What follows belongs to an exercise in optimizing a design on an open flow for small area and a short achievable clock period; a production flow would make more cautious choices. At most, simulation tests tie the RTL to the original design; equivalence was not proved. The RTL of runs 1 and 3 was laid out without a check of its function. Power and IR drop assume default switching activity.

**design/flow/design.v**
```verilog
module pfx_main (
    input  logic [31:0] g,
    input  logic [31:0] p,
    output logic [31:0] G
);
    wire g1_1 = g[1] | (p[1] & g[0]);
    wire p1_1 = p[1] & p[0];
    wire g1_3 = g[3] | (p[3] & g[2]);
    wire p1_3 = p[3] & p[2];
    wire g1_5 = g[5] | (p[5] & g[4]);
    wire p1_5 = p[5] & p[4];
    wire g1_7 = g[7] | (p[7] & g[6]);
    wire p1_7 = p[7] & p[6];
    wire g1_9 = g[9] | (p[9] & g[8]);
    wire p1_9 = p[9] & p[8];
    wire g1_11 = g[11] | (p[11] & g[10]);
    wire p1_11 = p[11] & p[10];
    wire g1_13 = g[13] | (p[13] & g[12]);
    wire p1_13 = p[13] & p[12];
    wire g1_15 = g[15] | (p[15] & g[14]);
    wire p1_15 = p[15] & p[14];
    wire g1_17 = g[17] | (p[17] & g[16]);
    wire p1_17 = p[17] & p[16];
    wire g1_19 = g[19] | (p[19] & g[18]);
    wire p1_19 = p[19] & p[18];
    wire g1_21 = g[21] | (p[21] & g[20]);
    wire p1_21 = p[21] & p[20];
    wire g1_23 = g[23] | (p[23] & g[22]);
    wire p1_23 = p[23] & p[22];
    wire g1_25 = g[25] | (p[25] & g[24]);
    wire p1_25 = p[25] & p[24];
    wire g1_27 = g[27] | (p[27] & g[26]);
    wire p1_27 = p[27] & p[26];
    wire g1_29 = g[29] | (p[29] & g[28]);
    wire p1_29 = p[29] & p[28];
    wire g1_31 = g[31] | (p[31] & g[30]);
    wire p1_31 = p[31] & p[30];
    wire g2_2 = g[2] | (p[2] & g1_1);
    wire p2_2 = p[2] & p1_1;
    wire g2_3 = g1_3 | (p1_3 & g1_1);
    wire p2_3 = p1_3 & p1_1;
    wire g2_6 = g[6] | (p[6] & g1_5);
    wire p2_6 = p[6] & p1_5;
    wire g2_7 = g1_7 | (p1_7 & g1_5);
    wire p2_7 = p1_7 & p1_5;
    wire g2_10 = g[10] | (p[10] & g1_9);
    wire p2_10 = p[10] & p1_9;
    wire g2_11 = g1_11 | (p1_11 & g1_9);
    wire p2_11 = p1_11 & p1_9;
    wire g2_14 = g[14] | (p[14] & g1_13);
    wire p2_14 = p[14] & p1_13;
    wire g2_15 = g1_15 | (p1_15 & g1_13);
    wire p2_15 = p1_15 & p1_13;
    wire g2_18 = g[18] | (p[18] & g1_17);
    wire p2_18 = p[18] & p1_17;
    wire g2_19 = g1_19 | (p1_19 & g1_17);
    wire p2_19 = p1_19 & p1_17;
    wire g2_22 = g[22] | (p[22] & g1_21);
    wire p2_22 = p[22] & p1_21;
    wire g2_23 = g1_23 | (p1_23 & g1_21);
    wire p2_23 = p1_23 & p1_21;
    wire g2_26 = g[26] | (p[26] & g1_25);
    wire p2_26 = p[26] & p1_25;
    wire g2_27 = g1_27 | (p1_27 & g1_25);
    wire p2_27 = p1_27 & p1_25;
    wire g2_30 = g[30] | (p[30] & g1_29);
    wire p2_30 = p[30] & p1_29;
    wire g2_31 = g1_31 | (p1_31 & g1_29);
    wire p2_31 = p1_31 & p1_29;
    wire g3_4 = g[4] | (p[4] & g2_3);
    wire p3_4 = p[4] & p2_3;
    wire g3_5 = g1_5 | (p1_5 & g2_3);
    wire p3_5 = p1_5 & p2_3;
    wire g3_6 = g2_6 | (p2_6 & g2_3);
    wire p3_6 = p2_6 & p2_3;
    wire g3_7 = g2_7 | (p2_7 & g2_3);
    wire p3_7 = p2_7 & p2_3;
    wire g3_12 = g[12] | (p[12] & g2_11);
    wire p3_12 = p[12] & p2_11;
    wire g3_13 = g1_13 | (p1_13 & g2_11);
    wire p3_13 = p1_13 & p2_11;
    wire g3_14 = g2_14 | (p2_14 & g2_11);
    wire p3_14 = p2_14 & p2_11;
    wire g3_15 = g2_15 | (p2_15 & g2_11);
    wire p3_15 = p2_15 & p2_11;
    wire g3_20 = g[20] | (p[20] & g2_19);
    wire p3_20 = p[20] & p2_19;
    wire g3_21 = g1_21 | (p1_21 & g2_19);
    wire p3_21 = p1_21 & p2_19;
    wire g3_22 = g2_22 | (p2_22 & g2_19);
    wire p3_22 = p2_22 & p2_19;
    wire g3_23 = g2_23 | (p2_23 & g2_19);
    wire p3_23 = p2_23 & p2_19;
    wire g3_28 = g[28] | (p[28] & g2_27);
    wire p3_28 = p[28] & p2_27;
    wire g3_29 = g1_29 | (p1_29 & g2_27);
    wire p3_29 = p1_29 & p2_27;
    wire g3_30 = g2_30 | (p2_30 & g2_27);
    wire p3_30 = p2_30 & p2_27;
    wire g3_31 = g2_31 | (p2_31 & g2_27);
    wire p3_31 = p2_31 & p2_27;
    wire g4_8 = g[8] | (p[8] & g3_7);
    wire p4_8 = p[8] & p3_7;
    wire g4_9 = g1_9 | (p1_9 & g3_7);
    wire p4_9 = p1_9 & p3_7;
    wire g4_10 = g2_10 | (p2_10 & g3_7);
    wire p4_10 = p2_10 & p3_7;
    wire g4_11 = g2_11 | (p2_11 & g3_7);
    wire p4_11 = p2_11 & p3_7;
    wire g4_12 = g3_12 | (p3_12 & g3_7);
    wire p4_12 = p3_12 & p3_7;
    wire g4_13 = g3_13 | (p3_13 & g3_7);
    wire p4_13 = p3_13 & p3_7;
    wire g4_14 = g3_14 | (p3_14 & g3_7);
    wire p4_14 = p3_14 & p3_7;
    wire g4_15 = g3_15 | (p3_15 & g3_7);
    wire p4_15 = p3_15 & p3_7;
    wire g4_24 = g[24] | (p[24] & g3_23);
    wire p4_24 = p[24] & p3_23;
    wire g4_25 = g1_25 | (p1_25 & g3_23);
    wire p4_25 = p1_25 & p3_23;
    wire g4_26 = g2_26 | (p2_26 & g3_23);
    wire p4_26 = p2_26 & p3_23;
    wire g4_27 = g2_27 | (p2_27 & g3_23);
    wire p4_27 = p2_27 & p3_23;
    wire g4_28 = g3_28 | (p3_28 & g3_23);
    wire p4_28 = p3_28 & p3_23;
    wire g4_29 = g3_29 | (p3_29 & g3_23);
    wire p4_29 = p3_29 & p3_23;
    wire g4_30 = g3_30 | (p3_30 & g3_23);
    wire p4_30 = p3_30 & p3_23;
    wire g4_31 = g3_31 | (p3_31 & g3_23);
    wire p4_31 = p3_31 & p3_23;
    wire g5_16 = g[16] | (p[16] & g4_15);
    wire p5_16 = p[16] & p4_15;
    wire g5_17 = g1_17 | (p1_17 & g4_15);
    wire p5_17 = p1_17 & p4_15;
    wire g5_18 = g2_18 | (p2_18 & g4_15);
    wire p5_18 = p2_18 & p4_15;
    wire g5_19 = g2_19 | (p2_19 & g4_15);
    wire p5_19 = p2_19 & p4_15;
    wire g5_20 = g3_20 | (p3_20 & g4_15);
    wire p5_20 = p3_20 & p4_15;
    wire g5_21 = g3_21 | (p3_21 & g4_15);
    wire p5_21 = p3_21 & p4_15;
    wire g5_22 = g3_22 | (p3_22 & g4_15);
    wire p5_22 = p3_22 & p4_15;
    wire g5_23 = g3_23 | (p3_23 & g4_15);
    wire p5_23 = p3_23 & p4_15;
    wire g5_24 = g4_24 | (p4_24 & g4_15);
    wire p5_24 = p4_24 & p4_15;
    wire g5_25 = g4_25 | (p4_25 & g4_15);
    wire p5_25 = p4_25 & p4_15;
    wire g5_26 = g4_26 | (p4_26 & g4_15);
    wire p5_26 = p4_26 & p4_15;
    wire g5_27 = g4_27 | (p4_27 & g4_15);
    wire p5_27 = p4_27 & p4_15;
    wire g5_28 = g4_28 | (p4_28 & g4_15);
    wire p5_28 = p4_28 & p4_15;
    wire g5_29 = g4_29 | (p4_29 & g4_15);
    wire p5_29 = p4_29 & p4_15;
    wire g5_30 = g4_30 | (p4_30 & g4_15);
    wire p5_30 = p4_30 & p4_15;
    wire g5_31 = g4_31 | (p4_31 & g4_15);
    wire p5_31 = p4_31 & p4_15;
    assign G[0] = g[0];
    assign G[1] = g1_1;
    assign G[2] = g2_2;
    assign G[3] = g2_3;
    assign G[4] = g3_4;
    assign G[5] = g3_5;
    assign G[6] = g3_6;
    assign G[7] = g3_7;
    assign G[8] = g4_8;
    assign G[9] = g4_9;
    assign G[10] = g4_10;
    assign G[11] = g4_11;
    assign G[12] = g4_12;
    assign G[13] = g4_13;
    assign G[14] = g4_14;
    assign G[15] = g4_15;
    assign G[16] = g5_16;
    assign G[17] = g5_17;
    assign G[18] = g5_18;
    assign G[19] = g5_19;
    assign G[20] = g5_20;
    assign G[21] = g5_21;
    assign G[22] = g5_22;
    assign G[23] = g5_23;
    assign G[24] = g5_24;
    assign G[25] = g5_25;
    assign G[26] = g5_26;
    assign G[27] = g5_27;
    assign G[28] = g5_28;
    assign G[29] = g5_29;
    assign G[30] = g5_30;
    assign G[31] = g5_31;
endmodule
module pfx_tgt (
    input  logic [30:0] g,
    input  logic [30:0] p,
    output logic [30:0] G
);
    wire g1_1 = g[1] | (p[1] & g[0]);
    wire p1_1 = p[1] & p[0];
    wire g1_3 = g[3] | (p[3] & g[2]);
    wire p1_3 = p[3] & p[2];
    wire g1_5 = g[5] | (p[5] & g[4]);
    wire p1_5 = p[5] & p[4];
    wire g1_7 = g[7] | (p[7] & g[6]);
    wire p1_7 = p[7] & p[6];
    wire g1_9 = g[9] | (p[9] & g[8]);
    wire p1_9 = p[9] & p[8];
    wire g1_11 = g[11] | (p[11] & g[10]);
    wire p1_11 = p[11] & p[10];
    wire g1_13 = g[13] | (p[13] & g[12]);
    wire p1_13 = p[13] & p[12];
    wire g1_15 = g[15] | (p[15] & g[14]);
    wire p1_15 = p[15] & p[14];
    wire g1_17 = g[17] | (p[17] & g[16]);
    wire p1_17 = p[17] & p[16];
    wire g1_19 = g[19] | (p[19] & g[18]);
    wire p1_19 = p[19] & p[18];
    wire g1_21 = g[21] | (p[21] & g[20]);
    wire p1_21 = p[21] & p[20];
    wire g1_23 = g[23] | (p[23] & g[22]);
    wire p1_23 = p[23] & p[22];
    wire g1_25 = g[25] | (p[25] & g[24]);
    wire p1_25 = p[25] & p[24];
    wire g1_27 = g[27] | (p[27] & g[26]);
    wire p1_27 = p[27] & p[26];
    wire g1_29 = g[29] | (p[29] & g[28]);
    wire p1_29 = p[29] & p[28];
    wire g2_3 = g1_3 | (p1_3 & g1_1);
    wire p2_3 = p1_3 & p1_1;
    wire g2_7 = g1_7 | (p1_7 & g1_5);
    wire p2_7 = p1_7 & p1_5;
    wire g2_11 = g1_11 | (p1_11 & g1_9);
    wire p2_11 = p1_11 & p1_9;
    wire g2_15 = g1_15 | (p1_15 & g1_13);
    wire p2_15 = p1_15 & p1_13;
    wire g2_19 = g1_19 | (p1_19 & g1_17);
    wire p2_19 = p1_19 & p1_17;
    wire g2_23 = g1_23 | (p1_23 & g1_21);
    wire p2_23 = p1_23 & p1_21;
    wire g2_27 = g1_27 | (p1_27 & g1_25);
    wire p2_27 = p1_27 & p1_25;
    wire g3_7 = g2_7 | (p2_7 & g2_3);
    wire p3_7 = p2_7 & p2_3;
    wire g3_15 = g2_15 | (p2_15 & g2_11);
    wire p3_15 = p2_15 & p2_11;
    wire g3_23 = g2_23 | (p2_23 & g2_19);
    wire p3_23 = p2_23 & p2_19;
    wire g4_15 = g3_15 | (p3_15 & g3_7);
    wire p4_15 = p3_15 & p3_7;
    wire g6_23 = g3_23 | (p3_23 & g4_15);
    wire p6_23 = p3_23 & p4_15;
    wire g7_11 = g2_11 | (p2_11 & g3_7);
    wire p7_11 = p2_11 & p3_7;
    wire g7_19 = g2_19 | (p2_19 & g4_15);
    wire p7_19 = p2_19 & p4_15;
    wire g7_27 = g2_27 | (p2_27 & g6_23);
    wire p7_27 = p2_27 & p6_23;
    wire g8_5 = g1_5 | (p1_5 & g2_3);
    wire p8_5 = p1_5 & p2_3;
    wire g8_9 = g1_9 | (p1_9 & g3_7);
    wire p8_9 = p1_9 & p3_7;
    wire g8_13 = g1_13 | (p1_13 & g7_11);
    wire p8_13 = p1_13 & p7_11;
    wire g8_17 = g1_17 | (p1_17 & g4_15);
    wire p8_17 = p1_17 & p4_15;
    wire g8_21 = g1_21 | (p1_21 & g7_19);
    wire p8_21 = p1_21 & p7_19;
    wire g8_25 = g1_25 | (p1_25 & g6_23);
    wire p8_25 = p1_25 & p6_23;
    wire g8_29 = g1_29 | (p1_29 & g7_27);
    wire p8_29 = p1_29 & p7_27;
    wire g9_2 = g[2] | (p[2] & g1_1);
    wire p9_2 = p[2] & p1_1;
    wire g9_4 = g[4] | (p[4] & g2_3);
    wire p9_4 = p[4] & p2_3;
    wire g9_6 = g[6] | (p[6] & g8_5);
    wire p9_6 = p[6] & p8_5;
    wire g9_8 = g[8] | (p[8] & g3_7);
    wire p9_8 = p[8] & p3_7;
    wire g9_10 = g[10] | (p[10] & g8_9);
    wire p9_10 = p[10] & p8_9;
    wire g9_12 = g[12] | (p[12] & g7_11);
    wire p9_12 = p[12] & p7_11;
    wire g9_14 = g[14] | (p[14] & g8_13);
    wire p9_14 = p[14] & p8_13;
    wire g9_16 = g[16] | (p[16] & g4_15);
    wire p9_16 = p[16] & p4_15;
    wire g9_18 = g[18] | (p[18] & g8_17);
    wire p9_18 = p[18] & p8_17;
    wire g9_20 = g[20] | (p[20] & g7_19);
    wire p9_20 = p[20] & p7_19;
    wire g9_22 = g[22] | (p[22] & g8_21);
    wire p9_22 = p[22] & p8_21;
    wire g9_24 = g[24] | (p[24] & g6_23);
    wire p9_24 = p[24] & p6_23;
    wire g9_26 = g[26] | (p[26] & g8_25);
    wire p9_26 = p[26] & p8_25;
    wire g9_28 = g[28] | (p[28] & g7_27);
    wire p9_28 = p[28] & p7_27;
    wire g9_30 = g[30] | (p[30] & g8_29);
    wire p9_30 = p[30] & p8_29;
    assign G[0] = g[0];
    assign G[1] = g1_1;
    assign G[2] = g9_2;
    assign G[3] = g2_3;
    assign G[4] = g9_4;
    assign G[5] = g8_5;
    assign G[6] = g9_6;
    assign G[7] = g3_7;
    assign G[8] = g9_8;
    assign G[9] = g8_9;
    assign G[10] = g9_10;
    assign G[11] = g7_11;
    assign G[12] = g9_12;
    assign G[13] = g8_13;
    assign G[14] = g9_14;
    assign G[15] = g4_15;
    assign G[16] = g9_16;
    assign G[17] = g8_17;
    assign G[18] = g9_18;
    assign G[19] = g7_19;
    assign G[20] = g9_20;
    assign G[21] = g8_21;
    assign G[22] = g9_22;
    assign G[23] = g6_23;
    assign G[24] = g9_24;
    assign G[25] = g8_25;
    assign G[26] = g9_26;
    assign G[27] = g7_27;
    assign G[28] = g9_28;
    assign G[29] = g8_29;
    assign G[30] = g9_30;
endmodule
module pfx_inc (
    input  logic [29:0] g,
    input  logic [29:0] p,
    output logic [29:0] G
);
    wire g1_1 = g[1] | (p[1] & g[0]);
    wire p1_1 = p[1] & p[0];
    wire g1_3 = g[3] | (p[3] & g[2]);
    wire p1_3 = p[3] & p[2];
    wire g1_5 = g[5] | (p[5] & g[4]);
    wire p1_5 = p[5] & p[4];
    wire g1_7 = g[7] | (p[7] & g[6]);
    wire p1_7 = p[7] & p[6];
    wire g1_9 = g[9] | (p[9] & g[8]);
    wire p1_9 = p[9] & p[8];
    wire g1_11 = g[11] | (p[11] & g[10]);
    wire p1_11 = p[11] & p[10];
    wire g1_13 = g[13] | (p[13] & g[12]);
    wire p1_13 = p[13] & p[12];
    wire g1_15 = g[15] | (p[15] & g[14]);
    wire p1_15 = p[15] & p[14];
    wire g1_17 = g[17] | (p[17] & g[16]);
    wire p1_17 = p[17] & p[16];
    wire g1_19 = g[19] | (p[19] & g[18]);
    wire p1_19 = p[19] & p[18];
    wire g1_21 = g[21] | (p[21] & g[20]);
    wire p1_21 = p[21] & p[20];
    wire g1_23 = g[23] | (p[23] & g[22]);
    wire p1_23 = p[23] & p[22];
    wire g1_25 = g[25] | (p[25] & g[24]);
    wire p1_25 = p[25] & p[24];
    wire g1_27 = g[27] | (p[27] & g[26]);
    wire p1_27 = p[27] & p[26];
    wire g1_29 = g[29] | (p[29] & g[28]);
    wire p1_29 = p[29] & p[28];
    wire g2_3 = g1_3 | (p1_3 & g1_1);
    wire p2_3 = p1_3 & p1_1;
    wire g2_7 = g1_7 | (p1_7 & g1_5);
    wire p2_7 = p1_7 & p1_5;
    wire g2_11 = g1_11 | (p1_11 & g1_9);
    wire p2_11 = p1_11 & p1_9;
    wire g2_15 = g1_15 | (p1_15 & g1_13);
    wire p2_15 = p1_15 & p1_13;
    wire g2_19 = g1_19 | (p1_19 & g1_17);
    wire p2_19 = p1_19 & p1_17;
    wire g2_23 = g1_23 | (p1_23 & g1_21);
    wire p2_23 = p1_23 & p1_21;
    wire g2_27 = g1_27 | (p1_27 & g1_25);
    wire p2_27 = p1_27 & p1_25;
    wire g3_7 = g2_7 | (p2_7 & g2_3);
    wire p3_7 = p2_7 & p2_3;
    wire g3_15 = g2_15 | (p2_15 & g2_11);
    wire p3_15 = p2_15 & p2_11;
    wire g3_23 = g2_23 | (p2_23 & g2_19);
    wire p3_23 = p2_23 & p2_19;
    wire g4_15 = g3_15 | (p3_15 & g3_7);
    wire p4_15 = p3_15 & p3_7;
    wire g6_23 = g3_23 | (p3_23 & g4_15);
    wire p6_23 = p3_23 & p4_15;
    wire g7_11 = g2_11 | (p2_11 & g3_7);
    wire p7_11 = p2_11 & p3_7;
    wire g7_19 = g2_19 | (p2_19 & g4_15);
    wire p7_19 = p2_19 & p4_15;
    wire g7_27 = g2_27 | (p2_27 & g6_23);
    wire p7_27 = p2_27 & p6_23;
    wire g8_5 = g1_5 | (p1_5 & g2_3);
    wire p8_5 = p1_5 & p2_3;
    wire g8_9 = g1_9 | (p1_9 & g3_7);
    wire p8_9 = p1_9 & p3_7;
    wire g8_13 = g1_13 | (p1_13 & g7_11);
    wire p8_13 = p1_13 & p7_11;
    wire g8_17 = g1_17 | (p1_17 & g4_15);
    wire p8_17 = p1_17 & p4_15;
    wire g8_21 = g1_21 | (p1_21 & g7_19);
    wire p8_21 = p1_21 & p7_19;
    wire g8_25 = g1_25 | (p1_25 & g6_23);
    wire p8_25 = p1_25 & p6_23;
    wire g8_29 = g1_29 | (p1_29 & g7_27);
    wire p8_29 = p1_29 & p7_27;
    wire g9_2 = g[2] | (p[2] & g1_1);
    wire p9_2 = p[2] & p1_1;
    wire g9_4 = g[4] | (p[4] & g2_3);
    wire p9_4 = p[4] & p2_3;
    wire g9_6 = g[6] | (p[6] & g8_5);
    wire p9_6 = p[6] & p8_5;
    wire g9_8 = g[8] | (p[8] & g3_7);
    wire p9_8 = p[8] & p3_7;
    wire g9_10 = g[10] | (p[10] & g8_9);
    wire p9_10 = p[10] & p8_9;
    wire g9_12 = g[12] | (p[12] & g7_11);
    wire p9_12 = p[12] & p7_11;
    wire g9_14 = g[14] | (p[14] & g8_13);
    wire p9_14 = p[14] & p8_13;
    wire g9_16 = g[16] | (p[16] & g4_15);
    wire p9_16 = p[16] & p4_15;
    wire g9_18 = g[18] | (p[18] & g8_17);
    wire p9_18 = p[18] & p8_17;
    wire g9_20 = g[20] | (p[20] & g7_19);
    wire p9_20 = p[20] & p7_19;
    wire g9_22 = g[22] | (p[22] & g8_21);
    wire p9_22 = p[22] & p8_21;
    wire g9_24 = g[24] | (p[24] & g6_23);
    wire p9_24 = p[24] & p6_23;
    wire g9_26 = g[26] | (p[26] & g8_25);
    wire p9_26 = p[26] & p8_25;
    wire g9_28 = g[28] | (p[28] & g7_27);
    wire p9_28 = p[28] & p7_27;
    assign G[0] = g[0];
    assign G[1] = g1_1;
    assign G[2] = g9_2;
    assign G[3] = g2_3;
    assign G[4] = g9_4;
    assign G[5] = g8_5;
    assign G[6] = g9_6;
    assign G[7] = g3_7;
    assign G[8] = g9_8;
    assign G[9] = g8_9;
    assign G[10] = g9_10;
    assign G[11] = g7_11;
    assign G[12] = g9_12;
    assign G[13] = g8_13;
    assign G[14] = g9_14;
    assign G[15] = g4_15;
    assign G[16] = g9_16;
    assign G[17] = g8_17;
    assign G[18] = g9_18;
    assign G[19] = g7_19;
    assign G[20] = g9_20;
    assign G[21] = g8_21;
    assign G[22] = g9_22;
    assign G[23] = g6_23;
    assign G[24] = g9_24;
    assign G[25] = g8_25;
    assign G[26] = g9_26;
    assign G[27] = g7_27;
    assign G[28] = g9_28;
    assign G[29] = g8_29;
endmodule
module pfx_cmp (
    input  logic [31:0] g,
    input  logic [31:0] p,
    output logic [31:0] G
);
    wire g1_1 = g[1] | (p[1] & g[0]);
    wire p1_1 = p[1] & p[0];
    wire g1_3 = g[3] | (p[3] & g[2]);
    wire p1_3 = p[3] & p[2];
    wire g1_5 = g[5] | (p[5] & g[4]);
    wire p1_5 = p[5] & p[4];
    wire g1_7 = g[7] | (p[7] & g[6]);
    wire p1_7 = p[7] & p[6];
    wire g1_9 = g[9] | (p[9] & g[8]);
    wire p1_9 = p[9] & p[8];
    wire g1_11 = g[11] | (p[11] & g[10]);
    wire p1_11 = p[11] & p[10];
    wire g1_13 = g[13] | (p[13] & g[12]);
    wire p1_13 = p[13] & p[12];
    wire g1_15 = g[15] | (p[15] & g[14]);
    wire p1_15 = p[15] & p[14];
    wire g1_17 = g[17] | (p[17] & g[16]);
    wire p1_17 = p[17] & p[16];
    wire g1_19 = g[19] | (p[19] & g[18]);
    wire p1_19 = p[19] & p[18];
    wire g1_21 = g[21] | (p[21] & g[20]);
    wire p1_21 = p[21] & p[20];
    wire g1_23 = g[23] | (p[23] & g[22]);
    wire p1_23 = p[23] & p[22];
    wire g1_25 = g[25] | (p[25] & g[24]);
    wire p1_25 = p[25] & p[24];
    wire g1_27 = g[27] | (p[27] & g[26]);
    wire p1_27 = p[27] & p[26];
    wire g1_29 = g[29] | (p[29] & g[28]);
    wire p1_29 = p[29] & p[28];
    wire g1_31 = g[31] | (p[31] & g[30]);
    wire p1_31 = p[31] & p[30];
    wire g2_2 = g[2] | (p[2] & g1_1);
    wire p2_2 = p[2] & p1_1;
    wire g2_3 = g1_3 | (p1_3 & g1_1);
    wire p2_3 = p1_3 & p1_1;
    wire g2_6 = g[6] | (p[6] & g1_5);
    wire p2_6 = p[6] & p1_5;
    wire g2_7 = g1_7 | (p1_7 & g1_5);
    wire p2_7 = p1_7 & p1_5;
    wire g2_10 = g[10] | (p[10] & g1_9);
    wire p2_10 = p[10] & p1_9;
    wire g2_11 = g1_11 | (p1_11 & g1_9);
    wire p2_11 = p1_11 & p1_9;
    wire g2_14 = g[14] | (p[14] & g1_13);
    wire p2_14 = p[14] & p1_13;
    wire g2_15 = g1_15 | (p1_15 & g1_13);
    wire p2_15 = p1_15 & p1_13;
    wire g2_18 = g[18] | (p[18] & g1_17);
    wire p2_18 = p[18] & p1_17;
    wire g2_19 = g1_19 | (p1_19 & g1_17);
    wire p2_19 = p1_19 & p1_17;
    wire g2_22 = g[22] | (p[22] & g1_21);
    wire p2_22 = p[22] & p1_21;
    wire g2_23 = g1_23 | (p1_23 & g1_21);
    wire p2_23 = p1_23 & p1_21;
    wire g2_26 = g[26] | (p[26] & g1_25);
    wire p2_26 = p[26] & p1_25;
    wire g2_27 = g1_27 | (p1_27 & g1_25);
    wire p2_27 = p1_27 & p1_25;
    wire g2_30 = g[30] | (p[30] & g1_29);
    wire p2_30 = p[30] & p1_29;
    wire g2_31 = g1_31 | (p1_31 & g1_29);
    wire p2_31 = p1_31 & p1_29;
    wire g3_4 = g[4] | (p[4] & g2_3);
    wire p3_4 = p[4] & p2_3;
    wire g3_5 = g1_5 | (p1_5 & g2_3);
    wire p3_5 = p1_5 & p2_3;
    wire g3_6 = g2_6 | (p2_6 & g2_3);
    wire p3_6 = p2_6 & p2_3;
    wire g3_7 = g2_7 | (p2_7 & g2_3);
    wire p3_7 = p2_7 & p2_3;
    wire g3_12 = g[12] | (p[12] & g2_11);
    wire p3_12 = p[12] & p2_11;
    wire g3_13 = g1_13 | (p1_13 & g2_11);
    wire p3_13 = p1_13 & p2_11;
    wire g3_14 = g2_14 | (p2_14 & g2_11);
    wire p3_14 = p2_14 & p2_11;
    wire g3_15 = g2_15 | (p2_15 & g2_11);
    wire p3_15 = p2_15 & p2_11;
    wire g3_20 = g[20] | (p[20] & g2_19);
    wire p3_20 = p[20] & p2_19;
    wire g3_21 = g1_21 | (p1_21 & g2_19);
    wire p3_21 = p1_21 & p2_19;
    wire g3_22 = g2_22 | (p2_22 & g2_19);
    wire p3_22 = p2_22 & p2_19;
    wire g3_23 = g2_23 | (p2_23 & g2_19);
    wire p3_23 = p2_23 & p2_19;
    wire g3_28 = g[28] | (p[28] & g2_27);
    wire p3_28 = p[28] & p2_27;
    wire g3_29 = g1_29 | (p1_29 & g2_27);
    wire p3_29 = p1_29 & p2_27;
    wire g3_30 = g2_30 | (p2_30 & g2_27);
    wire p3_30 = p2_30 & p2_27;
    wire g3_31 = g2_31 | (p2_31 & g2_27);
    wire p3_31 = p2_31 & p2_27;
    wire g4_8 = g[8] | (p[8] & g3_7);
    wire p4_8 = p[8] & p3_7;
    wire g4_9 = g1_9 | (p1_9 & g3_7);
    wire p4_9 = p1_9 & p3_7;
    wire g4_10 = g2_10 | (p2_10 & g3_7);
    wire p4_10 = p2_10 & p3_7;
    wire g4_11 = g2_11 | (p2_11 & g3_7);
    wire p4_11 = p2_11 & p3_7;
    wire g4_12 = g3_12 | (p3_12 & g3_7);
    wire p4_12 = p3_12 & p3_7;
    wire g4_13 = g3_13 | (p3_13 & g3_7);
    wire p4_13 = p3_13 & p3_7;
    wire g4_14 = g3_14 | (p3_14 & g3_7);
    wire p4_14 = p3_14 & p3_7;
    wire g4_15 = g3_15 | (p3_15 & g3_7);
    wire p4_15 = p3_15 & p3_7;
    wire g4_24 = g[24] | (p[24] & g3_23);
    wire p4_24 = p[24] & p3_23;
    wire g4_25 = g1_25 | (p1_25 & g3_23);
    wire p4_25 = p1_25 & p3_23;
    wire g4_26 = g2_26 | (p2_26 & g3_23);
    wire p4_26 = p2_26 & p3_23;
    wire g4_27 = g2_27 | (p2_27 & g3_23);
    wire p4_27 = p2_27 & p3_23;
    wire g4_28 = g3_28 | (p3_28 & g3_23);
    wire p4_28 = p3_28 & p3_23;
    wire g4_29 = g3_29 | (p3_29 & g3_23);
    wire p4_29 = p3_29 & p3_23;
    wire g4_30 = g3_30 | (p3_30 & g3_23);
    wire p4_30 = p3_30 & p3_23;
    wire g4_31 = g3_31 | (p3_31 & g3_23);
    wire p4_31 = p3_31 & p3_23;
    wire g5_16 = g[16] | (p[16] & g4_15);
    wire p5_16 = p[16] & p4_15;
    wire g5_17 = g1_17 | (p1_17 & g4_15);
    wire p5_17 = p1_17 & p4_15;
    wire g5_18 = g2_18 | (p2_18 & g4_15);
    wire p5_18 = p2_18 & p4_15;
    wire g5_19 = g2_19 | (p2_19 & g4_15);
    wire p5_19 = p2_19 & p4_15;
    wire g5_20 = g3_20 | (p3_20 & g4_15);
    wire p5_20 = p3_20 & p4_15;
    wire g5_21 = g3_21 | (p3_21 & g4_15);
    wire p5_21 = p3_21 & p4_15;
    wire g5_22 = g3_22 | (p3_22 & g4_15);
    wire p5_22 = p3_22 & p4_15;
    wire g5_23 = g3_23 | (p3_23 & g4_15);
    wire p5_23 = p3_23 & p4_15;
    wire g5_24 = g4_24 | (p4_24 & g4_15);
    wire p5_24 = p4_24 & p4_15;
    wire g5_25 = g4_25 | (p4_25 & g4_15);
    wire p5_25 = p4_25 & p4_15;
    wire g5_26 = g4_26 | (p4_26 & g4_15);
    wire p5_26 = p4_26 & p4_15;
    wire g5_27 = g4_27 | (p4_27 & g4_15);
    wire p5_27 = p4_27 & p4_15;
    wire g5_28 = g4_28 | (p4_28 & g4_15);
    wire p5_28 = p4_28 & p4_15;
    wire g5_29 = g4_29 | (p4_29 & g4_15);
    wire p5_29 = p4_29 & p4_15;
    wire g5_30 = g4_30 | (p4_30 & g4_15);
    wire p5_30 = p4_30 & p4_15;
    wire g5_31 = g4_31 | (p4_31 & g4_15);
    wire p5_31 = p4_31 & p4_15;
    assign G[0] = g[0];
    assign G[1] = g1_1;
    assign G[2] = g2_2;
    assign G[3] = g2_3;
    assign G[4] = g3_4;
    assign G[5] = g3_5;
    assign G[6] = g3_6;
    assign G[7] = g3_7;
    assign G[8] = g4_8;
    assign G[9] = g4_9;
    assign G[10] = g4_10;
    assign G[11] = g4_11;
    assign G[12] = g4_12;
    assign G[13] = g4_13;
    assign G[14] = g4_14;
    assign G[15] = g4_15;
    assign G[16] = g5_16;
    assign G[17] = g5_17;
    assign G[18] = g5_18;
    assign G[19] = g5_19;
    assign G[20] = g5_20;
    assign G[21] = g5_21;
    assign G[22] = g5_22;
    assign G[23] = g5_23;
    assign G[24] = g5_24;
    assign G[25] = g5_25;
    assign G[26] = g5_26;
    assign G[27] = g5_27;
    assign G[28] = g5_28;
    assign G[29] = g5_29;
    assign G[30] = g5_30;
    assign G[31] = g5_31;
endmodule
module bolt_exec (
    input  logic        clk,
    input  logic        rst,      
    input  logic [31:0] instr,    
    input  logic [31:0] rs1,      
    input  logic [31:0] rs2,      
    input  logic [31:0] pc,       
    output logic [31:0] result,   
    output logic [31:0] next_pc,  
    output logic        branch,   
    output logic        reg_wr,   
    output logic        mem_wr,   
    output logic        mem_rd    
);
    logic [6:0] op;
    logic [2:0] f3;
    logic [6:0] f7;
    assign op = instr[6:0];
    assign f3 = instr[14:12];
    assign f7 = instr[31:25];
    logic op03, op13, op17, op23, op33, op37, op63, op67, op6f, op1b, op3b;
    assign op03 = (op == 7'h03);
    assign op13 = (op == 7'h13);
    assign op17 = (op == 7'h17);
    assign op23 = (op == 7'h23);
    assign op33 = (op == 7'h33);
    assign op37 = (op == 7'h37);
    assign op63 = (op == 7'h63);
    assign op67 = (op == 7'h67);
    assign op6f = (op == 7'h6F);
    assign op1b = (op == 7'h1B);
    assign op3b = (op == 7'h3B);
    logic i31, f7z, f7s;
    assign i31 = instr[31];
    assign f7z = (f7 == 7'h00);
    assign f7s = (f7 == 7'h20);
    logic use_rs2, is_s, sub;
    assign use_rs2 = op[5] & (op[4] | (op[6] & ~op[2]));
    assign is_s    = ~op[6] & op[5] & ~op[4];
    assign sub     = (op[4] & ~f3[2] & f3[1]) | (op[4] & op[5] & instr[30]);
    logic [31:0] bv, bx, ap, ag, sum;
    logic        cout;
    assign bv = use_rs2 ? rs2 : {{20{i31}}, instr[31:25], is_s ? instr[11:7] : instr[24:20]};
    assign bx = bv ^ {32{sub}};
    assign ap = rs1 ^ bx;    
    assign ag = rs1 & bx;    
    logic [31:0] aG;
    pfx_main u_add (.g({ag[31:1], ag[0] | (ap[0] & sub)}), .p(ap), .G(aG));
    assign sum  = ap ^ {aG[30:0], sub};
    assign cout = aG[31];
    logic ltu, lts;          
    assign ltu = ~cout;
    assign lts = ltu ^ rs1[31] ^ bv[31];
    logic [31:0] bxe, bG;
    logic bltu, blts, beq;
    assign bxe  = rs1 ^ rs2;
    pfx_cmp u_cmp (.g(bxe & rs2), .p(~bxe), .G(bG));
    assign bltu = bG[31];
    assign blts = bltu ^ rs1[31] ^ rs2[31];
    assign beq  = ~|bxe;
    logic        left;
    logic [31:0] shin, sho;
    logic [4:0]  sh;
    assign left = ~f3[2];
    assign sh   = bv[4:0];
    for (genvar i = 0; i < 32; i++) begin : rev
        assign shin[i] = left ? rs1[31-i] : rs1[i];
    end
    assign sho = $signed({instr[30] & rs1[31] & ~left, shin}) >>> sh;
    logic [31:0] timm, tgt, pc4;
    assign timm[0]     = 1'b0;
    assign timm[4:1]   = ~op[6] ? 4'd0 : (op[3] ? instr[24:21] : instr[11:8]);
    assign timm[10:5]  = ~op[6] ? 6'd0 : instr[30:25];
    assign timm[11]    = ~op[6] ? 1'b0 : (op[3] ? instr[20] : instr[7]);
    assign timm[19:12] = (op[6] & ~op[3]) ? {8{i31}} : instr[19:12];
    assign timm[30:20] = ~op[6] ? instr[30:20] : {11{i31}};
    assign timm[31]    = i31;
    assign tgt[0] = pc[0];
    logic [30:0] tp, tG;
    assign tp = pc[31:1] ^ timm[31:1];
    pfx_tgt u_tgt (.g(pc[31:1] & timm[31:1]), .p(tp), .G(tG));
    assign tgt[31:1] = tp ^ {tG[29:0], 1'b0};
    logic [29:0] iG;
    assign pc4[1:0] = pc[1:0];
    pfx_inc u_inc (.g({29'd0, pc[2]}), .p(pc[31:2]), .G(iG));
    assign pc4[31:2] = pc[31:2] ^ {iG[28:0], 1'b1};
    logic cond, taken;
    assign cond  = f3[2] ? ((f3[1] ? bltu : blts) ^ f3[0]) : (~f3[1] & (beq ^ f3[0]));
    assign taken = op63 & cond;
    logic alu_i, r_ok;
    logic s_sum, s_shl, s_shr, s_slt, s_sltu, s_xor, s_or, s_and, s_tgt, s_lui, s_pc4, s_hold;
    assign alu_i = op13 | op33;
    assign r_ok  = op13 | f7z;    
    assign s_sum  = ~rst & ((op03 & (f3 != 3'd7)) | (op23 & ~f3[2])
                          | (f3 == 3'd0 & (op13 | (op33 & (f7z | f7s))))) ;
    assign s_shl  = ~rst & alu_i & (f3 == 3'd1) & f7z;
    assign s_slt  = ~rst & alu_i & (f3 == 3'd2) & r_ok;
    assign s_sltu = ~rst & alu_i & (f3 == 3'd3) & r_ok;
    assign s_xor  = ~rst & alu_i & (f3 == 3'd4) & r_ok;
    assign s_shr  = ~rst & alu_i & (f3 == 3'd5) & (f7z | f7s);
    assign s_or   = ~rst & alu_i & (f3 == 3'd6) & r_ok;
    assign s_and  = ~rst & alu_i & (f3 == 3'd7) & r_ok;
    assign s_tgt  = ~rst & op17;
    assign s_lui  = ~rst & op37;
    assign s_pc4  = ~rst & (op6f | (op67 & (f3 == 3'd0)));
    assign s_hold = ~rst & ~(s_sum | s_shl | s_slt | s_sltu | s_xor | s_shr | s_or | s_and
                             | s_tgt | s_lui | s_pc4);
    logic [31:0] rval, luiv, shl;
    assign luiv = {instr[31:12], 12'd0};
    for (genvar i = 0; i < 32; i++) begin : rshl
        assign shl[i] = sho[31-i];
    end
    assign rval = ({32{s_sum}} & sum) | ({32{s_shl}} & shl) | ({32{s_shr}} & sho)
                | ({32{s_xor | s_or}} & ap) | ({32{s_or | s_and}} & ag)
                | ({32{s_tgt}} & tgt) | ({32{s_lui}} & luiv) | ({32{s_pc4}} & pc4)
                | ({32{s_hold}} & result)
                | {31'd0, (s_slt & lts) | (s_sltu & ltu)};
    logic jalr, n_tgt, n_sum, n_pc4;
    logic [31:0] nval;
    assign jalr  = op67 & (f3 == 3'd0);
    assign n_tgt = ~rst & (taken | op6f);
    assign n_sum = ~rst & jalr;
    assign n_pc4 = ~rst & ~(taken | op6f | jalr);
    assign nval  = ({32{n_tgt}} & tgt) | ({32{n_sum}} & {sum[31:1], 1'b0}) | ({32{n_pc4}} & pc4);
    logic wr;
    assign wr = op33 | op3b | op13 | op1b | op67 | op03 | op17 | op6f | op37;
    always_ff @(posedge clk) begin
        result  <= rval;
        next_pc <= nval;
        branch  <= ~rst & taken;
        reg_wr  <= ~rst & wr;
        mem_wr  <= ~rst & op23;
        mem_rd  <= ~rst & op03;
    end
endmodule
```
**design/flow/flow/run.sh**
```bash
#!/bin/bash
# Layout flow: the standard layout (standard.sh), with these changes to how the
# cells are chosen:
#  - the full and half adder cells are not used, so Yosys does not pre-map adder
#    bits to them and abc maps the whole datapath itself;
#  - the weakest (_0) variants of a few gates are not used either;
#  - the buffer that buffer_ports puts on every input and output port is buf_1.
# Every tool's full output goes to standard.log (make) and the ORFS logs under orfs/logs.
set -euo pipefail
cat >> config.mk <<'CFG'
export DONT_USE_CELLS += sky130_fd_sc_hd__fa_1 sky130_fd_sc_hd__fa_2 sky130_fd_sc_hd__fa_4 sky130_fd_sc_hd__ha_1 sky130_fd_sc_hd__ha_2 sky130_fd_sc_hd__ha_4 sky130_fd_sc_hd__a2111oi_0 sky130_fd_sc_hd__a21boi_0 sky130_fd_sc_hd__and2_0 sky130_fd_sc_hd__o21ai_0 sky130_fd_sc_hd__o311ai_0 sky130_fd_sc_hd__or2_0
export BUFFER_PORTS_ARGS = -buffer_cell sky130_fd_sc_hd__buf_1
CFG
bash standard.sh > standard.log 2>&1
```
**design/flow/standard.sh**
```bash
#!/bin/bash
# synth_recipe.tcl (not shown) runs the flow's synth.tcl, then flattens the netlist and writes it again
# the make line also repeats each setting of config.mk as NAME=value (left out here)
make -C /OpenROAD-flow-scripts/flow DESIGN_CONFIG=/design/flow/config.mk WORK_HOME=/design/flow/orfs CLKGATE_MAP_FILE= SYNTH_SCRIPT=/design/flow/synth_recipe.tcl "${@:-finish}"
```
**design/flow/config.mk**
```make
export PLATFORM = sky130hd
export DESIGN_NAME = bolt_exec
export DESIGN_NICKNAME = bolt_exec
export VERILOG_FILES = /design/flow/design.v
export SDC_FILE = /design/flow/constraint.sdc
export NUM_CORES = 4
export LEC_CHECK = 0
export ABC_AREA = 1
export CAP_MARGIN = 20
export CORE_MARGIN = 2
export CORE_UTILIZATION = 40
export HOLD_SLACK_MARGIN = 0
export SETUP_SLACK_MARGIN = 2.8
export SLEW_MARGIN = 20
export DONT_USE_CELLS += sky130_fd_sc_hd__fa_1 sky130_fd_sc_hd__fa_2 sky130_fd_sc_hd__fa_4 sky130_fd_sc_hd__ha_1 sky130_fd_sc_hd__ha_2 sky130_fd_sc_hd__ha_4 sky130_fd_sc_hd__a2111oi_0 sky130_fd_sc_hd__a21boi_0 sky130_fd_sc_hd__and2_0 sky130_fd_sc_hd__o21ai_0 sky130_fd_sc_hd__o311ai_0 sky130_fd_sc_hd__or2_0
export BUFFER_PORTS_ARGS = -buffer_cell sky130_fd_sc_hd__buf_1
```
**design/flow/constraint.sdc**
```tcl
create_clock -name core_clock -period 6.5 [get_ports {clk}]
set_input_delay 1.3000 -clock core_clock [delete_from_list [all_inputs] [get_ports {clk}]]
set_output_delay 1.3000 -clock core_clock [all_outputs]
set_load 0.01 [all_outputs]
```
==> results of run 1 <==
==> cell usage after synthesis, drive strengths merged (5+ instances only) <==
master	number	area, sq um
nand2	855	3260
nand3	346	1770
inv	274	1030
nor2	164	638
o21ai	146	757
a21oi	95	490
dfxtp	68	1360
o211ai	50	395
xor2	48	420
clkbuf	45	169
buf	42	272
nand4	32	200
or2	31	194
o22ai	26	163
nor3	17	95.1
xnor2	11	96.3
nand3b	10	75.1
a21boi	8	60.1
clkinv	8	31.3
nor4	6	43.8
a31oi	5	31.3
o221ai	5	43.8
==> final timing paths <==
check / startpoint / to / slack (ns) / cells after the start
setup / recovery: instr[31] / result[10]$_DFF_P_ / 2.82 / 15
hold / removal: result[3]$_DFF_P_ / result[3]$_DFF_P_ / 0.55 / 2
setup reg to reg: result[20]$_DFF_P_ / result[20]$_DFF_P_ / 5.39 / 8
hold reg to reg: result[3]$_DFF_P_ / result[3]$_DFF_P_ / 0.55 / 2
==> per-layer routing <==
metal	vias up	wire length, um	part of all wire (%)
met3	212	6800	10
met5	-	13	0.020
met2	980	29900	45
li1	8115	-	-
met4	2	4230	6.4
met1	7999	25500	38
==> metrics by stage <==
stage	utilization [%]	area (sq um)	setup WS, ns	hold WS [ns]
floorplan	-	11800	3.16	0.518
finish	53.7	15500	2.82	0.550
CTS	49.4	14300	2.78	0.542
global placement	44.5	12800	1.32	0.503
global route	53.7	15500	2.72	0.571
detailed placement	44.5	12800	1.30	0.525
==> worst max-delay path, stage by stage <==
cell	delay (ns)
buf_1	0.08
buf_6	0.15
clkinvlp_4	0.21
nand4_1	0.23
nor2_2	0.23
nor2_4	0.08
nor4_2	0.30
buf_4	0.21
nor2_1	0.09
nand2_1	0.14
clkinvlp_4	0.11
buf_6	0.18
a21oi_2	0.22
and3_1	0.26
o211ai_1	0.10
==> cells in the final DEF (no fill, tap or decap), types with 10 or more instances in the layout <==
| cell | n |
|---|---|
| nand3_2 | 58 |
| nand2_1 | 762 |
| buf_4 | 101 |
| buf_6 | 10 |
| clkbuf_2 | 12 |
| clkinvlp_4 | 16 |
| nand2_2 | 66 |
| nor2_2 | 23 |
| o21ai_2 | 21 |
| o22ai_1 | 26 |
| buf_1 | 177 |
| xnor2_1 | 11 |
| a21oi_2 | 13 |
| nor2_1 | 127 |
| buf_12 | 14 |
| nand3_1 | 287 |
| inv_2 | 15 |
| xor2_1 | 41 |
| o211ai_1 | 46 |
| nor2_4 | 14 |
| or2_2 | 26 |
| o21ai_1 | 121 |
| dfxtp_1 | 68 |
| nand4_1 | 32 |
| inv_1 | 243 |
| nand3b_1 | 10 |
| a21oi_1 | 77 |
| nand2_4 | 23 |
==> what timing repair did <==
action,in CTS,in global routing
setup buffers,37,55
gates cloned,12,2
endpoints found under the setup margin,64,64
pin swaps,27,59
resized for setup,163,211
==> cells by family after synthesis <==
group | synth area share, %
AOI/OAI and AO/OA | 17.8
xor gates and xnor gates | 4.38
buffers and inverters | 12.7
DFF | 11.5
muxes | 0.0849
and+or+nand+nor | 53.4
==> power groups by stage <==
stage | clock network [mW] | logic (mW) | registers, mW
2_1_floorplan | 0 | 0.769 | 0.456
5_1_grt | 0.507 | 1.56 | 0.443
3_3_place_gp | 0 | 1.13 | 0.452
3_5_place_dp | 0 | 1.14 | 0.451
6_report | 0.495 | 1.45 | 0.442
4_1_cts | 0.491 | 1.28 | 0.442
==> sequential cells by signal (all words and copies together) (netlist names) <==
name	count
next_pc	32
mem_rd	1
result	32
mem_wr	1
reg_wr	1
branch	1
==> area by class of cell <==
class,count,area share (%)
Tap cell,384,3.10
Clock buffer,9,1.45
Timing Repair inverter,2,0.105
Clock inverter,7,0.339
Multi-Input combinational cell,1885,65.3
Sequential cell,68,8.78
Timing Repair Buffer,327,13.5
Inverter,282,7.45
==> impl_metrics.env, run 1 <==
export IMPL_drtPass1Iterations=6
export IMPL_avgSynthCellArea_sq_um=5.09
export IMPL_synth_nets=2446
export IMPL_layout_drive_gt1_share_pct=19.1
export IMPL_cts_buffer_depth=2
export IMPL_status="no timing/DRC/antenna violations"
export IMPL_ctsHoldBuffers=0
export IMPL_ant_nets=0
export IMPL_arrival_ns=3.91
export IMPL_synth_cells=2316
export IMPL_multi_input_area_sq_mm=0.0101
export IMPL_yosysUniqueCellTypes=53
export IMPL_synth_edf_count=0
export IMPL_yosysSeqAreaShare_pct=11.5
export IMPL_comb_power_share_pct=60.8
export IMPL_power_density_mw_per_mm2=154
export IMPL_power_mw=2.39
export IMPL_core_rowCount=62
export IMPL_nFillCells=3176
export IMPL_htreeDepth=3
export IMPL_gr_total_overflow=0
export IMPL_vias_per_cell=5.84
export IMPL_routed_wl_um=66400
export IMPL_worstMarginPinSlew_ns=0.633
export IMPL_tns_ns=0
export IMPL_hold_path_class="flip-flop to flip-flop"
export IMPL_cts_root_buf="clkbuf_16"
export IMPL_cp_end_kind="flip-flop"
export IMPL_hpwlAfterDp_um=51300
export IMPL_synth_seq_cells=68
export IMPL_post_drt_wl_per_cell_um=22.4
export IMPL_dr_first_iter_drc_count=1830
export IMPL_synthFlopType="dfxtp_1"
export IMPL_rsz0062_at_grt="yes"
export IMPL_switching_power_mw=1.23
export IMPL_grt_use_total_pct=41.5
export IMPL_finalHoldViolations=0
export IMPL_max_cap_violations=0
export IMPL_crit_type="input pin to flip-flop"
export IMPL_ios=198
export IMPL_p_leak_nw=7.55
export IMPL_port_buffers=197
export IMPL_dieArea_sq_mm=0.0309
export IMPL_fp_dieH_um=176
export IMPL_die_w_um=176
export IMPL_final_cells=2964
export IMPL_dp_cells=2842
export IMPL_p_sw_share_pct=51.3
export IMPL_synthToLayoutAreaGrowth_pct=31.5
export IMPL_start_kind="input pin"
export IMPL_skew_ns=0
export IMPL_fp_coreArea_sq_mm=0.0289
export IMPL_slew_headroom_pct=57.7
export IMPL_use_met1_pct=49.6
export IMPL_cp_max_fo=19
export IMPL_finalCritPeriodShare_pct=56.7
export IMPL_numCtsBuffers=9
export IMPL_grt_max_degree=67
export IMPL_irDropWorstVdd_mv=0.118
export IMPL_clk_latency_ns=0.36
export IMPL_cts_tree="yes"
export IMPL_crit_required_ns=6.73
export IMPL_pwr_share_seq_pct=18.5
export IMPL_grt_pass1_vias=15900
export IMPL_use_met3_pct=11.5
export IMPL_n_antenna_cell=0
export IMPL_grtUsageMet2_pct=67.7
export IMPL_vias=17300
export IMPL_fmax_mhz=272
export IMPL_grt_pass1_wl_um=95600
export IMPL_slew_violations=0
export IMPL_syn_area_sq_mm=0.0118
export IMPL_initial_utilization_pct=40.9
export IMPL_period_minus_slack_ns=3.68
export IMPL_clkSinkCount=68
export IMPL_drc=0
export IMPL_power_internal_mw=1.16
export IMPL_synthArstFlopShare_pct=0
export IMPL_busiest_layer="met2"
export IMPL_clk_pin_slew_worst_paths_ns=0.06
export IMPL_ys_warn_count=1
export IMPL_p_clk_share_pct=20.7
export IMPL_final_seq_area_sq_mm=0.00136
export IMPL_nets=2705
export IMPL_grt_antenna_before_repair=1
export IMPL_place_congestion=1.05
export IMPL_setup_viol=0
==> run 2, diff against run 1 <==
--- a/design/flow/design.v
+++ b/design/flow/design.v
@@ -710,8 +710,8 @@
     assign f7z = (f7 == 7'h00);
     assign f7s = (f7 == 7'h20);
     logic use_rs2, is_s, sub;
-    assign use_rs2 = op[5] & (op[4] | (op[6] & ~op[2]));
-    assign is_s    = ~op[6] & op[5] & ~op[4];
+    assign use_rs2 = op[5] & op[4];
+    assign is_s    = ~op[6] & op[5];
     assign sub     = (op[4] & ~f3[2] & f3[1]) | (op[4] & op[5] & instr[30]);
     logic [31:0] bv, bx, ap, ag, sum;
     logic        cout;
--- a/design/flow/config.mk
+++ b/design/flow/config.mk
@@ -9,6 +9,7 @@
 export CAP_MARGIN = 20
 export CORE_MARGIN = 2
 export CORE_UTILIZATION = 40
+export CTS_BUF_LIST = sky130_fd_sc_hd__clkbuf_8
 export HOLD_SLACK_MARGIN = 0
 export SETUP_SLACK_MARGIN = 2.8
 export SLEW_MARGIN = 20
==> run 2 against run 1 <==
  * Highest routed layer unchanged
  * Fmax rose by 1.3%
  * Non-clock buffer count shrank 52
  * Design area is 7.6% lower
  * Combinational power decreased by 5%
  * Register-to-register slack gained 0.05 ns
  * Clock skew is the same
==> impl_metrics.env, run 2 <==
export IMPL_syn_area_sq_mm=0.0118
export IMPL_slew_violations=0
export IMPL_place_congestion=1.09
export IMPL_cp_end_kind="flip-flop"
export IMPL_rr_startpoint="result[30]$_DFF_P_"
export IMPL_ios=198
export IMPL_avgSynthCellArea_sq_um=5.28
export IMPL_ctsHoldBuffers=0
export IMPL_max_stage_delay_ns=0.35
export IMPL_fp_dieH_um=176
export IMPL_arrival_ns=3.98
export IMPL_yosysMostFrequentCell="nand2_1"
export IMPL_hp_start="result[5]$_DFF_P_"
export IMPL_drtPass1Iterations=6
export IMPL_synth_edf_count=0
export IMPL_port_buffers=197
export IMPL_yosysSeqAreaShare_pct=11.5
export IMPL_grt_pass1_wl_um=93100
export IMPL_timing_rr_end="result[30]$_DFF_P_"
export IMPL_clk_latency_ns=0.40
export IMPL_routed_wl_um=65100
export IMPL_nets=2575
export IMPL_grt_pass1_vias=14700
export IMPL_mostFrequentLayoutCells="701 x nand2_1, 298 x nand3_1, 247 x inv_1"
export IMPL_grt_antenna_before_repair=1
export IMPL_finalHoldViolations=0
export IMPL_initial_utilization_pct=40.9
export IMPL_fmax_mhz=275
export IMPL_dr_first_iter_drc_count=1954
export IMPL_numCtsBuffers=9
export IMPL_clkSinkCount=68
export IMPL_synth_cells=2235
export IMPL_yosysTopAreaCellShare_pct=23.3
export IMPL_slew_headroom_pct=49.0
export IMPL_synth_area_leaders="nand2_1 23%, nand3_1 13%, dfxtp_1 12%"
export IMPL_hold_path_class="flip-flop to flip-flop"
export IMPL_setup_viol=0
export IMPL_p_leak_nw=6.96
export IMPL_critical_path_top_delay_family="simple AND/OR/NAND/NOR gates"
export IMPL_crit_cells=20
export IMPL_vias=16500
export IMPL_clk_pin_slew_worst_paths_ns=0.12
export IMPL_crit_required_ns=6.84
export IMPL_n_antenna_cell=0
export IMPL_yosysUniqueCellTypes=56
export IMPL_tns_ns=0
export IMPL_rsz0062_at_grt="yes"
export IMPL_status="no timing/DRC/antenna violations"
export IMPL_layout_drive_gt1_share_pct=14.1
export IMPL_post_route_util_pct=49.6
export IMPL_ys_top_cells_by_count="731 x nand2_1, 312 x nand3_1, 258 x inv_1"
export IMPL_vias_per_cell=5.81
export IMPL_start_kind="input pin"
export IMPL_grt_max_degree=71
export IMPL_top_regs="next_pc x32, result x32"
export IMPL_ys_warn_count=1
export IMPL_synthArstFlopShare_pct=0
export IMPL_grt_use_total_pct=40.7
export IMPL_slowest_stage="a21oi_1"
export IMPL_crit_buf_inv=5
export IMPL_design_area_sq_mm=0.0143
export IMPL_min_path_cells=2
export IMPL_cp_max_fo=22
export IMPL_ff2ff_setup_slack_ns=5.44
export IMPL_power_density_mw_per_mm2=161
export IMPL_crit_type="input pin to flip-flop"
export IMPL_cp_endpoint="result[28]$_DFF_P_"
export IMPL_period_minus_slack_ns=3.63
export IMPL_cts_root_buf="clkbuf_8"
export IMPL_dpl_cell_area_sq_mm=0.0128
export IMPL_dp_cells=2763
export IMPL_yosys_area_top_type="nand2_1"
export IMPL_gr_total_overflow=0
export IMPL_post_drt_wl_per_cell_um=23.0
export IMPL_reg2reg_depth=6
export IMPL_finalCritPeriodShare_pct=55.9
export IMPL_synthToLayoutAreaGrowth_pct=21.4
export IMPL_crit_path_cell_trace="buf_6 -> inv_2 -> buf_12 -> nand2_4 -> nand2_1 -> nand3_2 -> nand2_4 -> buf_12 -> nand2_1 -> o21ai_1 -> inv_1 -> o211ai_1 -> nand2_1 -> nand2_1 -> nand2_1 -> a21oi_1 -> nand2_1 -> nand3b_1 -> nor2_1 -> nand3_1"
export IMPL_synth_nets=2365
export IMPL_drc=0
export IMPL_htreeDepth=3
export IMPL_max_cap_violations=0
export IMPL_cts_tree="yes"
export IMPL_skew_ns=0
export IMPL_worstMarginPinSlew_ns=0.764
export IMPL_synth_seq_cells=68
export IMPL_core_rowCount=62
export IMPL_ant_nets=0
export IMPL_power_mw=2.31
export IMPL_irDropWorstVdd_mv=0.0989
export IMPL_final_cells=2834
export IMPL_crit_top_cell="nand2_1"
export IMPL_fp_coreArea_sq_mm=0.0289
export IMPL_dieArea_sq_mm=0.0309
export IMPL_cts_buffer_depth=2
export IMPL_cp_startpoint="instr[6]"
export IMPL_hpwlAfterDp_um=52100
export IMPL_die_w_um=176
export IMPL_final_common_cell="nand2_1"
export IMPL_synthFlopType="dfxtp_1"
run 2: worst min path at each step:
stage	endpoint	slack, ns
2_1_floorplan	result[5]$_DFF_P_	0.52
3_3_place_gp	result[5]$_DFF_P_	0.47
3_5_place_dp	result[5]$_DFF_P_	0.47
4_1_cts	result[5]$_DFF_P_	0.50
5_1_grt	result[4]$_DFF_P_	0.53
6_report	result[5]$_DFF_P_	0.50
run 2: final cells by class:
class / instances / area [sq um]
clock buffer: 9 / 124
timing repair inverter: 4 / 30.0
sequential: 68 / 1360
inverter: 275 / 1090
timing repair buffer: 275 / 1610
multi-input combinational: 1812 / 9510
clock inverter: 7 / 116
tap: 384 / 480
fill: 3241 / 14500
run 2: logic make-up (layout without fill, tap and decap cells):
kind of cell              Yosys count  count (layout)  share of synthesized area (%)
xor gates and xnor gates           84              84                           6.71
DFF                                68              68                           11.5
AOI/OAI and AO/OA                 345             345                           17.4
muxes                               3               3                          0.255
buffers and inverters             358             570                           12.9
and+or+nand+nor                  1377            1380                           51.3
run 2: metrics by stage:
step                      worst slack, ns  hold slack, ns
after floorplan                      3.08           0.519
after global placement               1.55           0.467
after detailed placement             1.47           0.470
after CTS                            2.80           0.497
after global routing                 2.77           0.534
final                                2.87           0.499
run 2: layer usage:
layer | track usage, % | vias to the layer above | share of wire [%]
met4 | 18.9 | 2 | 5.4
met3 | 9.05 | 198 | 11
met5 | 0 | - | 0.020
met2 | 64.3 | 1022 | 44
met1 | 52.7 | 7510 | 40
li1 | - | 7725 | -
run 2: where the power goes:
group	internal [mW]	leakage [nW]	switching, mW
registers	0.433	0.557	0.00843
logic	0.417	6.28	0.965
clock network	0.255	0.125	0.227
run 2: tightest hold or removal path, cell delays in order (launching register included):
cell and delay (ns):
dfxtp_1 0.35, a211oi_1 0.07, nand4_1 0.06
run 2: what timing repair did:
item | 4_1_cts | 5_1_grt
gates cloned | 8 | 2
endpoints found under the setup margin | 63 | 58
gates resized for setup | 68 | 130
buffers inserted | 17 | 28
pin swaps | 7 | 27
==> run 3, diff against run 2 <==
--- a/design/flow/design.v
+++ b/design/flow/design.v
@@ -762,34 +762,40 @@
     logic cond, taken;
     assign cond  = f3[2] ? ((f3[1] ? bltu : blts) ^ f3[0]) : (~f3[1] & (beq ^ f3[0]));
     assign taken = op63 & cond;
-    logic alu_i, r_ok;
-    logic s_sum, s_shl, s_shr, s_slt, s_sltu, s_xor, s_or, s_and, s_tgt, s_lui, s_pc4, s_hold;
-    assign alu_i = op13 | op33;
-    assign r_ok  = op13 | f7z;    
-    assign s_sum  = ~rst & ((op03 & (f3 != 3'd7)) | (op23 & ~f3[2])
-                          | (f3 == 3'd0 & (op13 | (op33 & (f7z | f7s))))) ;
-    assign s_shl  = ~rst & alu_i & (f3 == 3'd1) & f7z;
-    assign s_slt  = ~rst & alu_i & (f3 == 3'd2) & r_ok;
-    assign s_sltu = ~rst & alu_i & (f3 == 3'd3) & r_ok;
-    assign s_xor  = ~rst & alu_i & (f3 == 3'd4) & r_ok;
-    assign s_shr  = ~rst & alu_i & (f3 == 3'd5) & (f7z | f7s);
-    assign s_or   = ~rst & alu_i & (f3 == 3'd6) & r_ok;
-    assign s_and  = ~rst & alu_i & (f3 == 3'd7) & r_ok;
-    assign s_tgt  = ~rst & op17;
-    assign s_lui  = ~rst & op37;
-    assign s_pc4  = ~rst & (op6f | (op67 & (f3 == 3'd0)));
-    assign s_hold = ~rst & ~(s_sum | s_shl | s_slt | s_sltu | s_xor | s_shr | s_or | s_and
-                             | s_tgt | s_lui | s_pc4);
-    logic [31:0] rval, luiv, shl;
+    logic upd;
+    assign upd = (op03 & (f3 != 3'd7)) | (op23 & ~f3[2])
+               | (op13 & (f3 != 3'd1 | f7z) & (f3 != 3'd5 | f7z | f7s))
+               | (op33 & (f7z | (f7s & (f3 == 3'd0 | f3 == 3'd5))))
+               | op17 | op37 | op6f | (op67 & (f3 == 3'd0));
+    logic v_alu, v_ar, v_pc;
+    logic s_sum, s_shl, s_shr, s_slt, s_sltu, s_xor, s_or, s_and, s_tgt, s_lui, s_pc4;
+    assign v_pc   = op[2];                  
+    assign v_alu  = ~op[2] & op[4];         
+    assign v_ar   = ~op[2] & ~op[4];        
+    assign s_sum  = v_ar | (v_alu & (f3 == 3'd0));
+    assign s_shl  = v_alu & (f3 == 3'd1);
+    assign s_slt  = v_alu & (f3 == 3'd2);
+    assign s_sltu = v_alu & (f3 == 3'd3);
+    assign s_xor  = v_alu & (f3 == 3'd4);
+    assign s_shr  = v_alu & (f3 == 3'd5);
+    assign s_or   = v_alu & (f3 == 3'd6);
+    assign s_and  = v_alu & (f3 == 3'd7);
+    assign s_tgt  = v_pc & ~op[6] & ~op[5];    
+    assign s_lui  = v_pc & ~op[6] & op[5];     
+    assign s_pc4  = v_pc & op[6];              
+    logic [31:0] val, rval, luiv, shl;
+    logic        r_new, r_old;
     assign luiv = {instr[31:12], 12'd0};
     for (genvar i = 0; i < 32; i++) begin : rshl
         assign shl[i] = sho[31-i];
     end
-    assign rval = ({32{s_sum}} & sum) | ({32{s_shl}} & shl) | ({32{s_shr}} & sho)
+    assign val  = ({32{s_sum}} & sum) | ({32{s_shl}} & shl) | ({32{s_shr}} & sho)
                 | ({32{s_xor | s_or}} & ap) | ({32{s_or | s_and}} & ag)
                 | ({32{s_tgt}} & tgt) | ({32{s_lui}} & luiv) | ({32{s_pc4}} & pc4)
-                | ({32{s_hold}} & result)
                 | {31'd0, (s_slt & lts) | (s_sltu & ltu)};
+    assign r_new = ~rst & upd;
+    assign r_old = ~rst & ~upd;
+    assign rval  = ({32{r_new}} & val) | ({32{r_old}} & result);
     logic jalr, n_tgt, n_sum, n_pc4;
     logic [31:0] nval;
     assign jalr  = op67 & (f3 == 3'd0);
==> design/flow/flow/run.sh (replaced) <==
#!/bin/bash
# Layout flow: the standard layout (standard.sh), with two changes to how the
# cells are chosen:
#  - the full and half adder cells are not used, so Yosys does not pre-map adder
#    bits to them and abc maps the whole datapath itself;
#  - the buffer that buffer_ports puts on every input and output port is buf_1.
# Every tool's full output goes to standard.log (make) and the ORFS logs under orfs/logs.
set -euo pipefail
cat >> config.mk <<'CFG'
export DONT_USE_CELLS += sky130_fd_sc_hd__fa_1 sky130_fd_sc_hd__fa_2 sky130_fd_sc_hd__fa_4 sky130_fd_sc_hd__ha_1 sky130_fd_sc_hd__ha_2 sky130_fd_sc_hd__ha_4
export BUFFER_PORTS_ARGS = -buffer_cell sky130_fd_sc_hd__buf_1
CFG
bash standard.sh > standard.log 2>&1
==> design/flow/config.mk (replaced) <==
export PLATFORM = sky130hd
export DESIGN_NAME = bolt_exec
export DESIGN_NICKNAME = bolt_exec
export VERILOG_FILES = /design/flow/design.v
export SDC_FILE = /design/flow/constraint.sdc
export NUM_CORES = 4
export LEC_CHECK = 0
export ABC_AREA = 1
export CAP_MARGIN = 20
export CORE_MARGIN = 2
export CORE_UTILIZATION = 40
export CTS_BUF_LIST = sky130_fd_sc_hd__clkbuf_8
export HOLD_SLACK_MARGIN = 0
export SETUP_SLACK_MARGIN = 2.8
export SLEW_MARGIN = 20
export DONT_USE_CELLS += sky130_fd_sc_hd__fa_1 sky130_fd_sc_hd__fa_2 sky130_fd_sc_hd__fa_4 sky130_fd_sc_hd__ha_1 sky130_fd_sc_hd__ha_2 sky130_fd_sc_hd__ha_4
export BUFFER_PORTS_ARGS = -buffer_cell sky130_fd_sc_hd__buf_1
==> run 3 against run 2 <==
  * Highest routed layer is now met4
  * Via count up 1.8%
  * Sequential share of layout area is 0.064 points higher
  * Critical endpoint is now result[2]$_DFF_P_
  * Flip-flop and latch count did not move
==> impl_metrics.env, run 3 <==
export IMPL_initial_utilization_pct=40.6
export IMPL_wl_met2_um=25700
export IMPL_met1_length_um=26700
export IMPL_finalHoldViolations=0
export IMPL_timing_rr_end="result[0]$_DFF_P_"
export IMPL_synthToLayoutAreaGrowth_pct=22.1
export IMPL_rr_startpoint="result[0]$_DFF_P_"
export IMPL_synth_cells=2222
export IMPL_crit_required_ns=6.77
export IMPL_final_cells=2812
export IMPL_ios=198
export IMPL_mostFrequentLayoutCells="720 x nand2_1, 271 x nand3_1, 213 x inv_1"
export IMPL_numCtsBuffers=9
export IMPL_dpl_cell_area_sq_mm=0.0126
export IMPL_period_minus_slack_ns=3.72
export IMPL_core_rowCount=62
export IMPL_grt_pass1_vias=14500
export IMPL_routed_top_layer="met4"
export IMPL_ys_warn_count=1
export IMPL_rsz0062_at_grt="yes"
export IMPL_slew_headroom_pct=31.7
export IMPL_synth_nets=2352
export IMPL_synth_area_leaders="nand2_1 25%, nand3_1 12%, dfxtp_1 12%"
export IMPL_grt_use_total_pct=39.8
export IMPL_ant_nets=0
export IMPL_avgSynthCellArea_sq_um=5.24
export IMPL_ff2ff_setup_slack_ns=5.71
export IMPL_dieArea_sq_mm=0.0305
export IMPL_grt_max_degree=65
export IMPL_gr_total_overflow=0
export IMPL_dp_cells=2739
export IMPL_synth_seq_cells=68
export IMPL_status="no timing/DRC/antenna violations"
export IMPL_hold_path_end="result[25]$_DFF_P_"
export IMPL_start_kind="input pin"
export IMPL_design_area_sq_mm=0.0142
export IMPL_hpwlAfterDp_um=49800
export IMPL_grt_antenna_before_repair=1
export IMPL_synth_edf_count=0
export IMPL_cts_tree="yes"
export IMPL_fp_dieH_um=175
export IMPL_max_cap_violations=0
export IMPL_synthFlopType="dfxtp_1"
export IMPL_yosys_area_top_type="nand2_1"
export IMPL_irDropWorstVdd_mv=0.0761
export IMPL_yosysUniqueCellTypes=58
export IMPL_hold_path_class="flip-flop to flip-flop"
export IMPL_top_regs="next_pc x32, result x32"
export IMPL_die_w_um=175
==> run 3: cell types whose count changed after synthesis, moves of 12 or more <==
| cell | before | now |
|---|---|---|
| nand4_1 | 34 | 22 |
| nor2_1 | 175 | 147 |
| clkbuf_1 | 39 | 54 |
| or2_2 | 30 | 17 |
| nand2_1 | 731 | 771 |
| buf_1 | 15 | 3 |
| inv_1 | 258 | 226 |
| o21ai_1 | 156 | 21 |
| nand3_1 | 312 | 284 |
| o22ai_1 | 16 | 33 |
| o21ai_0 | 0 | 171 |
| xor2_1 | 56 | 38 |
==> run 3: logic make-up after synthesis <==
family / Yosys count / synth area share, %
AO/OA/AOI/OAI: 400 / 20.2
flip-flops: 68 / 11.7
buffers and inverters: 339 / 11.9
multiplexers: 8 / 0.687
XOR/XNOR: 72 / 5.90
AND/OR/NAND/NOR: 1335 / 49.6
==> run 3: critical path, cell delays in order <==
cell and delay [ns]:
clkbuf_2 0.14, clkinvlp_4 0.19, buf_4 0.21, nand2_1 0.10, nand2_1 0.07, nand2_1 0.06, nand2_1 0.06, buf_4 0.26
nor2_4 0.30, clkinvlp_4 0.34, nand3_1 0.22, nand3_1 0.14, a31oi_1 0.26, o21ai_0 0.15, nand2_1 0.09, nand2_1 0.05
==> run 3: worst max path at each step <==
| stage | from | to | slack [ns] |
|---|---|---|---|
| 3_5_place_dp | instr[5] | result[24]$_DFF_P_ | 1.50 |
| 5_1_grt | instr[14] | result[21]$_DFF_P_ | 2.72 |
| 2_1_floorplan | instr[4] | result[11]$_DFF_P_ | 3.10 |
| 4_1_cts | instr[6] | result[3]$_DFF_P_ | 2.78 |
| 3_3_place_gp | instr[5] | result[21]$_DFF_P_ | 1.47 |
| 6_report | instr[24] | result[2]$_DFF_P_ | 2.78 |
==> run 3: routing by layer <==
metal | vias to the layer above | track usage (%)
met4 | 0 | 21.6
met2 | 1228 | 56.7
li1 | 7706 | -
met5 | - | 0
met3 | 191 | 11.3
met1 | 7630 | 54.0
==> run 3: report_power, final <==
part | total, mW | switching [mW] | leakage [nW] | internal (mW)
logic | 1.43 | 0.995 | 6.12 | 0.438
clock network | 0.352 | 0.183 | 0.0973 | 0.169
registers | 0.441 | 0.00799 | 0.557 | 0.433
==> run 3: stage by stage <==
stage	total power, mW	hold WS [ns]	utilization (%)	worst slack (ns)
2_1_floorplan	1.27	0.476	-	3.10
3_3_place_gp	1.65	0.434	43.9	1.47
3_5_place_dp	1.65	0.440	43.9	1.50
4_1_cts	2.06	0.456	46.5	2.78
5_1_grt	2.34	0.469	49.5	2.72
6_report	2.23	0.454	49.6	2.78
==> run 3: timing repair <==
item / 4_1_cts / 5_1_grt
hold buffers: 0 / 0
endpoints found under the setup margin: 64 / 64
endpoints found under the hold margin: 0 / 0
gates cloned: 9 / 8
pin swaps: 7 / 29
buffers inserted: 11 / 27
resized for setup: 97 / 168
==> run 3: cell type report <==
cell class              count  area (sq um)  area share (%)
multi-input cells        1822          9690            68.1
repair buffers            262          1470            10.3
flip-flops and latches     68          1360            9.57
inverters                 252          1000            7.06
well taps                 384           480            3.38
clock buffers               9           124           0.870
clock inverters             5          47.5           0.334
repair inverters            6          41.3           0.290
diodes                      4          10.0          0.0703

Re-timed with assumed drivers on the ports (clkbuf_16 on the clock, buf_2 on other inputs), run 3 has 2.770 ns of setup slack against 2.785 ns with ideal ports, and 2.342 ns once port delays also move by the mid clock arrival of 0.428 ns.
